From an optimization exercise on the open Yosys and OpenROAD flow, aimed at small area and a short achievable clock period; shortcuts taken in it are not production practice.
At most, simulation tests tie the RTL to the original design; equivalence was not proved.
The clock port is modelled as an ideal driver, which makes a skipped or thinned clock tree look cheaper than it is; a real chip needs a root buffer or a tree.
Power and IR drop assume default switching activity.

// ADDER_TREE
module ADDER_TREE #(parameter DATA_IN_WIDTH = 8, DATA_OUT_WIDTH = 16)
  (clk, rst_n, ena, data_in1, data_in2, data_out, done, pipe);
  input clk, rst_n, ena;
  input [DATA_IN_WIDTH - 1:0] data_in1, data_in2;
  output [DATA_OUT_WIDTH:0] data_out;
  output done;
  output [6:0] pipe;
  reg        done;
  reg [6:0]  pipe;
  reg [7:0] a1, b1;
  always @(posedge clk)
    if (ena) begin
      a1 <= data_in1;
      b1 <= data_in2;
    end
  wire hs1 = (a1[2] & b1[0]) ^ (a1[1] & b1[1]);
  wire hc2 = (a1[2] & b1[0]) & (a1[1] & b1[1]);
  wire fs3 = (a1[3] & b1[0]) ^ (a1[2] & b1[1]) ^ (a1[1] & b1[2]);
  wire fc4 = ((a1[3] & b1[0]) & (a1[2] & b1[1])) | ((a1[3] & b1[0]) & (a1[1] & b1[2])) | ((a1[2] & b1[1]) & (a1[1] & b1[2]));
  wire fs5 = (a1[4] & b1[0]) ^ (a1[3] & b1[1]) ^ (a1[2] & b1[2]);
  wire fc6 = ((a1[4] & b1[0]) & (a1[3] & b1[1])) | ((a1[4] & b1[0]) & (a1[2] & b1[2])) | ((a1[3] & b1[1]) & (a1[2] & b1[2]));
  wire fs7 = (a1[5] & b1[0]) ^ (a1[4] & b1[1]) ^ (a1[3] & b1[2]);
  wire fc8 = ((a1[5] & b1[0]) & (a1[4] & b1[1])) | ((a1[5] & b1[0]) & (a1[3] & b1[2])) | ((a1[4] & b1[1]) & (a1[3] & b1[2]));
  wire fs9 = (a1[6] & b1[0]) ^ (a1[5] & b1[1]) ^ (a1[4] & b1[2]);
  wire fc10 = ((a1[6] & b1[0]) & (a1[5] & b1[1])) | ((a1[6] & b1[0]) & (a1[4] & b1[2])) | ((a1[5] & b1[1]) & (a1[4] & b1[2]));
  wire fs11 = (a1[7] & b1[0]) ^ (a1[6] & b1[1]) ^ (a1[5] & b1[2]);
  wire fc12 = ((a1[7] & b1[0]) & (a1[6] & b1[1])) | ((a1[7] & b1[0]) & (a1[5] & b1[2])) | ((a1[6] & b1[1]) & (a1[5] & b1[2]));
  wire fs13 = ~(a1[7] & b1[0]) ^ ~(a1[7] & b1[1]) ^ (a1[6] & b1[2]);
  wire fc14 = (~(a1[7] & b1[0]) & ~(a1[7] & b1[1])) | (~(a1[7] & b1[0]) & (a1[6] & b1[2])) | (~(a1[7] & b1[1]) & (a1[6] & b1[2]));
  reg [18:0] t2;
  reg [7:0] a2;
  reg [7:3] b2;
  always @(posedge clk) begin
    t2[0] <= (a1[0] & b1[0]);    
    t2[1] <= (a1[1] & b1[0]);    
    t2[2] <= (a1[0] & b1[1]);    
    t2[3] <= hs1;    
    t2[4] <= (a1[0] & b1[2]);    
    t2[5] <= hc2;    
    t2[6] <= fs3;    
    t2[7] <= fc4;    
    t2[8] <= fs5;    
    t2[9] <= fc6;    
    t2[10] <= fs7;    
    t2[11] <= fc8;    
    t2[12] <= fs9;    
    t2[13] <= fc10;    
    t2[14] <= fs11;    
    t2[15] <= fc12;    
    t2[16] <= fs13;    
    t2[17] <= fc14;    
    t2[18] <= ~(a1[7] & b1[2]);    
    a2 <= a1;
    b2 <= b1[7:3];
  end
  wire [3:0] sum15 = {1'b0, t2[3], t2[1], t2[0]} + {1'b0, t2[4], t2[2], 1'b0} + 1'b0;
  ...
Size: roughly 200 flip-flops.
Settings: LEC_CHECK=0, CAP_MARGIN=20, CORE_MARGIN=2, CORE_UTILIZATION=76, SETUP_SLACK_MARGIN=2.4, SLEW_MARGIN=20; clock period 4.0 ns.
standard.sh (not shown) runs the stock make flow with config.mk's settings and CLKGATE_MAP_FILE= SYNTH_SCRIPT=/design/flow/synth_recipe.tcl, a recipe that flattens the netlist after the stock synthesis.
==> flow/flow/run.sh <==
#!/bin/bash
# The standard layout (standard.sh) with these changes to how it is made:
# - plain buffers on the ports instead of the delay cells buffer_ports picks
#   by default;
# - after clock tree synthesis, flow/clock_tree.tcl replaces the clock tree
#   with a balanced two-level tree: four root buffers fed by the clock port,
#   each driving the leaf buffers of one region; every register sees one root
#   and one leaf buffer.
set -euo pipefail
export BUFFER_PORTS_ARGS="-buffer_cell sky130_fd_sc_hd__buf_1"
export CTS_ARGS="-sink_clustering_enable -repair_clock_nets -dont_use_dummy_load -buf_list {sky130_fd_sc_hd__clkbuf_8}"
export POST_CTS_TCL="$PWD/flow/clock_tree.tcl"
export CLOCK_TREE_ROOTS=4
export CLOCK_TREE_LEAVES=12
export CLOCK_TREE_ROOT_CELL=sky130_fd_sc_hd__clkbuf_8
export CLOCK_TREE_LEAF_CELL=sky130_fd_sc_hd__clkbuf_8
bash standard.sh > standard_make.log 2>&1
Other scripts of this flow, unchanged in this note and not shown: flow/flow/clock_tree.tcl
The first run went through all stages and came out clean.
Change:
--- a/flow/config.mk
+++ b/flow/config.mk
@@ -10,2 +10,2 @@
-export CORE_UTILIZATION = 76
-export SETUP_SLACK_MARGIN = 2.4
+export CORE_UTILIZATION = 80
+export SETUP_SLACK_MARGIN = 2.35
- critical path depth went up by 2
- area after synthesis does not change
- clock skew barely changes
- total power is lower by 0.85%
- setup slack improved by 0.028 ns
- hold slack gains 0.0070 ns
- design area went down by 1.2%
- sequential power is about the same
- via count increases by about 1%
- routed wire length is higher by about 2.4%
Change:
--- a/flow/config.mk
+++ b/flow/config.mk
@@ -10,2 +10,2 @@
-export CORE_UTILIZATION = 80
-export SETUP_SLACK_MARGIN = 2.35
+export CORE_UTILIZATION = 84
+export SETUP_SLACK_MARGIN = 2.4
=> With this change the flow ended with an error in global routing; synthesized cell count is unchanged; area after synthesis is unchanged.
Change:
--- a/flow/config.mk
+++ b/flow/config.mk
@@ -8,0 +9 @@
+export CELL_PAD_IN_SITES_DETAIL_PLACEMENT = 0
@@ -10,2 +11,2 @@
-export CORE_UTILIZATION = 84
-export SETUP_SLACK_MARGIN = 2.4
+export CORE_UTILIZATION = 80
+export SETUP_SLACK_MARGIN = 2.45
After rerunning: With this change the flow completed without violations; synthesized area is unchanged; synthesized cell count is unchanged.

========
Another version of the RTL of ADDER_TREE (not shown whole).
For scale: ~160 flip-flops, ~44 I/O pins.
==> flow/config.mk <==
export PLATFORM = sky130hd
export DESIGN_NAME = ADDER_TREE
export DESIGN_NICKNAME = ADDER_TREE
export VERILOG_FILES = /design/flow/design.v
export SDC_FILE = /design/flow/constraint.sdc
export NUM_CORES = 4
export LEC_CHECK = 0
export ABC_CLOCK_PERIOD_IN_PS = 1500
export CAP_MARGIN = 20
export CORE_MARGIN = 2
export CORE_UTILIZATION = 40
export CTS_BUF_LIST = sky130_fd_sc_hd__clkbuf_4 sky130_fd_sc_hd__clkbuf_8
export SETUP_SLACK_MARGIN = 2.2
export SLEW_MARGIN = 20
==> flow/constraint.sdc <==
create_clock -name core_clock -period 4.0 [get_ports {clk}]
set_input_delay 0.8000 -clock core_clock [delete_from_list [all_inputs] [get_ports {clk}]]
set_output_delay 0.8000 -clock core_clock [all_outputs]
set_load 0.01 [all_outputs]
==> flow/flow/run.sh <==
#!/bin/bash
# The standard layout (standard.sh), with plain buffers on the ports instead
# of the delay cells buffer_ports picks by default.
set -euo pipefail
export BUFFER_PORTS_ARGS="-buffer_cell sky130_fd_sc_hd__buf_2"
bash standard.sh > standard_make.log 2>&1
Then changed:
ABC_CLOCK_PERIOD_IN_PS = not set   (was 1500)
SETUP_SLACK_MARGIN = not set   (was 2.2)
Result:
- setup slack loses 610 ps
- hold slack gets worse by 5.6 ps
- critical path depth goes down by 1
- wire length shrinks by about a fifth
- sequential power hardly moves
Function was not checked in any run of this note: the RTL went through the layout flow alone.

========
ADDER_TREE, a different RTL version from the one above (not shown whole).
Size in the first run: roughly 410 cells after synthesis, ~44 I/O pins.
Settings: LEC_CHECK=0, CAP_MARGIN=20, CORE_MARGIN=2, CORE_UTILIZATION=60, GPL_TIMING_DRIVEN=1, SETUP_SLACK_MARGIN=2.35, SLEW_MARGIN=20; clock period 4.0 ns.
==> flow/flow/run.sh <==
#!/bin/bash
# The standard layout (standard.sh) with these changes to how it is made:
# - plain buffers on the ports instead of the delay cells buffer_ports picks
#   by default;
# - after clock tree synthesis, flow/clock_tree.tcl replaces the clock tree
#   with a balanced two-level tree: four root buffers fed by the clock port,
#   each driving the leaf buffers of one region; every register sees one root
#   and one leaf buffer.
set -euo pipefail
export BUFFER_PORTS_ARGS="-buffer_cell sky130_fd_sc_hd__buf_1"
export CTS_ARGS="-sink_clustering_enable -repair_clock_nets -dont_use_dummy_load -buf_list {sky130_fd_sc_hd__clkbuf_8}"
export POST_CTS_TCL="$PWD/flow/clock_tree.tcl"
export CLOCK_TREE_ROOTS=4
export CLOCK_TREE_LEAVES=8
export CLOCK_TREE_ROOT_CELL=sky130_fd_sc_hd__clkbuf_8
export CLOCK_TREE_LEAF_CELL=sky130_fd_sc_hd__clkbuf_16
bash standard.sh > standard_make.log 2>&1
==> flow/flow/clock_tree.tcl <==
set nroot 4
set nleaf 8
set rootmaster sky130_fd_sc_hd__clkbuf_8
set leafmaster sky130_fd_sc_hd__clkbuf_16
foreach {v e} {nroot CLOCK_TREE_ROOTS nleaf CLOCK_TREE_LEAVES rootmaster CLOCK_TREE_ROOT_CELL leafmaster CLOCK_TREE_LEAF_CELL} {
  if {[info exists ::env($e)]} { set $v $::env($e) }
}

set block [ord::get_db_block]
set db [ord::get_db]
set port_net [$block findNet clk]

# walk the clock network from the port: buffers/inverters of the tree, sinks
set tree_insts {}
set tree_nets {}
set sinks {}
set todo [list $port_net]
while {[llength $todo]} {
  set net [lindex $todo 0]
  set todo [lrange $todo 1 end]
  foreach it [$net getITerms] {
    if {![$it isInputSignal]} { continue }
    set inst [$it getInst]
    set m [[$inst getMaster] getName]
    if {[string match "*clkbuf*" $m] || [string match "*clkinv*" $m] || [string match "sky130_fd_sc_hd__buf_*" $m] || [string match "*clkdlybuf*" $m] || [string match "*bufinv*" $m]} {
      lappend tree_insts $inst
      foreach ot [$inst getITerms] {
        if {[$ot isOutputSignal] && [$ot getNet] ne "NULL"} {
          lappend todo [$ot getNet]
          lappend tree_nets [$ot getNet]
        }
      }
    } else {
      lappend sinks $it
    }
  }
}
puts "clock_tree: [llength $tree_insts] tree cells, [llength $sinks] sinks"

# disconnect sinks, delete old tree
foreach it $sinks { $it disconnect }
foreach inst $tree_insts { odb::dbInst_destroy $inst }
foreach net $tree_nets { odb::dbNet_destroy $net }

# group sinks by location: recursive bisection along the longer side
proc sink_xy {it} {
  set inst [$it getInst]
  set b [$inst getBBox]
  return [list [expr {([$b xMin] + [$b xMax]) / 2}] [expr {([$b yMin] + [$b yMax]) / 2}]]
}
proc bisect {items n} {
  if {$n <= 1 || [llength $items] < 2} { return [list $items] }
  set xs {}; set ys {}
  foreach it $items { lassign [sink_xy $it] x y; lappend xs $x; lappend ys $y }
  set xs [lsort -integer $xs]; set ys [lsort -integer $ys]
  set dx [expr {[lindex $xs end] - [lindex $xs 0]}]
  set dy [expr {[lindex $ys end] - [lindex $ys 0]}]
  set axis [expr {$dx >= $dy ? 0 : 1}]
  set keyed {}
  foreach it $items { lappend keyed [list [lindex [sink_xy $it] $axis] $it] }
  set keyed [lsort -integer -index 0 $keyed]
  set n1 [expr {$n / 2}]
  set cut [expr {[llength $keyed] * $n1 / $n}]
  set a {}; set b {}
  set i 0
  foreach k $keyed { if {$i < $cut} { lappend a [lindex $k 1] } else { lappend b [lindex $k 1] }; incr i }
  return [concat [bisect $a $n1] [bisect $b [expr {$n - $n1}]]]
}
proc new_buffer {block master name in_net loads x y} {
  set net [odb::dbNet_create $block "${name}_net"]
  $net setSigType CLOCK
  set inst [odb::dbInst_create $block $master $name]
  $inst setSourceType TIMING
  $inst setLocation $x $y
  $inst setPlacementStatus PLACED
  [$inst findITerm A] connect $in_net
  [$inst findITerm X] connect $net
  foreach it $loads { $it connect $net }
  return $inst
}
proc centroid {items} {
  set sx 0; set sy 0
  foreach it $items { lassign [sink_xy $it] x y; incr sx $x; incr sy $y }
  return [list [expr {$sx / [llength $items]}] [expr {$sy / [llength $items]}]]
}
proc bisect_groups {groups n} {
  if {$n <= 1 || [llength $groups] < 2} { return [list $groups] }
  set xs {}; set ys {}
  foreach g $groups { lassign [centroid $g] x y; lappend xs $x; lappend ys $y }
  set xs [lsort -integer $xs]; set ys [lsort -integer $ys]
  set axis [expr {([lindex $xs end] - [lindex $xs 0]) >= ([lindex $ys end] - [lindex $ys 0]) ? 0 : 1}]
  set keyed {}
  foreach g $groups { lappend keyed [list [lindex [centroid $g] $axis] $g] }
  set keyed [lsort -integer -index 0 $keyed]
  set n1 [expr {$n / 2}]
  set cut [expr {[llength $keyed] * $n1 / $n}]
  set a {}; set b {}
  set i 0
  foreach k $keyed { if {$i < $cut} { lappend a [lindex $k 1] } else { lappend b [lindex $k 1] }; incr i }
  return [concat [bisect_groups $a $n1] [bisect_groups $b [expr {$n - $n1}]]]
}
set groups [bisect $sinks $nleaf]
if {$nroot == 0} {
  # one level: the port drives the leaf buffers directly
  set lmaster [$db findMaster $leafmaster]
  set l 0
  foreach g $groups {
    lassign [centroid $g] cx cy
    new_buffer $block $lmaster "clkbuf_leaf$l" $port_net $g $cx $cy
    puts "clock_tree: leaf $l drives [llength $g] sinks at ($cx, $cy)"
    incr l
  }
  set rootgroups {}
} else {
set rootgroups [bisect_groups $groups $nroot]
set rmaster [$db findMaster $rootmaster]
set lmaster [$db findMaster $leafmaster]
set r 0
set l 0
foreach rg $rootgroups {
  set all {}
  foreach g $rg { set all [concat $all $g] }
  lassign [centroid $all] rx ry
  set rnet [odb::dbNet_create $block "clknet_root$r"]
  $rnet setSigType CLOCK
  set rinst [odb::dbInst_create $block $rmaster "clkbuf_root$r"]
  $rinst setSourceType TIMING
  $rinst setLocation $rx $ry
  $rinst setPlacementStatus PLACED
  [$rinst findITerm A] connect $port_net
  [$rinst findITerm X] connect $rnet
  foreach g $rg {
    lassign [centroid $g] cx cy
    new_buffer $block $lmaster "clkbuf_leaf$l" $rnet $g $cx $cy
    puts "clock_tree: root $r leaf $l drives [llength $g] sinks at ($cx, $cy)"
    incr l
  }
  incr r
}
}
$port_net setSigType CLOCK
detailed_placement
check_placement
estimate_parasitics -placement
Rerun with:
CORE_UTILIZATION = 80   (was 60)
GPL_TIMING_DRIVEN = unset   (was 1)
Result:
- The new run finished clean
- final cell count went down by 5.9%
- worst setup slack improves by 0.053 ns
- wire length climbs by about 53%
Rerun with:
CORE_UTILIZATION = 60   (was 80)
SETUP_SLACK_MARGIN = 2.45   (was 2.35)
Result: Sequential share of layout area fell by 1.2 points; cell area came out higher by 1.9%; maximum frequency fell by 3.3%; die area rose by 32%.
Rerun with:
SETUP_SLACK_MARGIN = 2.35   (was 2.45)
The new run ran to the end with no violations.
Critical path depth stays the same.
Global-route usage barely changes.
Power goes down by 0.63%.
Area after synthesis is unchanged.
Worst setup slack hardly moves.
Die area stays the same.
First-iteration DRC count shrinks by 30%.
Via count goes down by 1.5%.
Wire length drops by 1.0%.
Combinational power decreases by 3.2%.
Design area drops by 1.4%.
Rerun with:
CORE_UTILIZATION = 72   (was 60)
PLACE_DENSITY = 0.8   (was unset)
Via count climbs by 3.2%; worst setup slack improved by 0.023 ns; first-iteration DRC count rises by 130%; routed wire length climbs by 27%; clock skew came out lower by 0.0051 ns; sequential cell count is unchanged.
Rerun with:
--- a/flow/flow/run.sh
+++ b/flow/flow/run.sh
@@ -12,4 +12,4 @@
 export POST_CTS_TCL="$PWD/flow/clock_tree.tcl"
-export CLOCK_TREE_ROOTS=4
-export CLOCK_TREE_LEAVES=8
+export CLOCK_TREE_ROOTS=0
+export CLOCK_TREE_LEAVES=4
 export CLOCK_TREE_ROOT_CELL=sky130_fd_sc_hd__clkbuf_8
CORE_UTILIZATION = 85   (was 72)
PLACE_DENSITY = unset   (was 0.8)
SETUP_SLACK_MARGIN = 2.4   (was 2.35)
The changed run never finished: it broke off in clock tree synthesis (4_1_cts), error DPL-0033.
Synthesized area does not change.
Synthesized cell count does not change.

[afterwards: timing with drivers on the ports]
The flow's constraints put no driver on any port. The routed layouts listed below were extracted and timed again, unchanged, in two steps. Step 1, drivers: a clkbuf_16 drives clk and a buf_2 each remaining input, both assumed. Step 2 moves the port delays by t, midway between the first and last clock arrival at a register: inputs arrive t later, outputs are due t later. That takes back most of the time a late clock gives input paths. Three values: no drivers, after step 1, after step 2; two values: the first two.
run	t (ns)	setup slack, ns	worst setup path after step 2	worst slew at a driven data input, ns
the first run of note 1	0.349	2.329 / 2.267 / 2.208	input to register	0.04
the second run of note 1	0.352	2.357 / 2.305 / 2.184	input to register	0.03
the fourth run of note 1	0.357	2.288 / 2.241 / 2.288	register to register	0.04
the first run of note 2	0.481	1.481 / 1.481 / 1.481	register to register	0.03
the second run of note 2	0.481	0.867 / 0.867 / 0.867	register to register	0.04
the first run of note 3	0.353	2.319 / 2.253 / 2.206	input to register	0.04
the second run of note 3	0.350	2.372 / 2.318 / 2.194	input to register	0.04
the third run of note 3	0.354	2.317 / 2.252 / 2.440	register to register	0.04
the fourth run of note 3	0.353	2.319 / 2.253 / 2.206	input to register	0.04
the fifth run of note 3	0.349	2.342 / 2.276 / 2.209	input to register	0.03
After both steps every run listed still meets setup and hold. The setup slack of the second run of note 3, which loses most, moves by -0.054 ns with the drivers and by -0.178 ns with both steps.
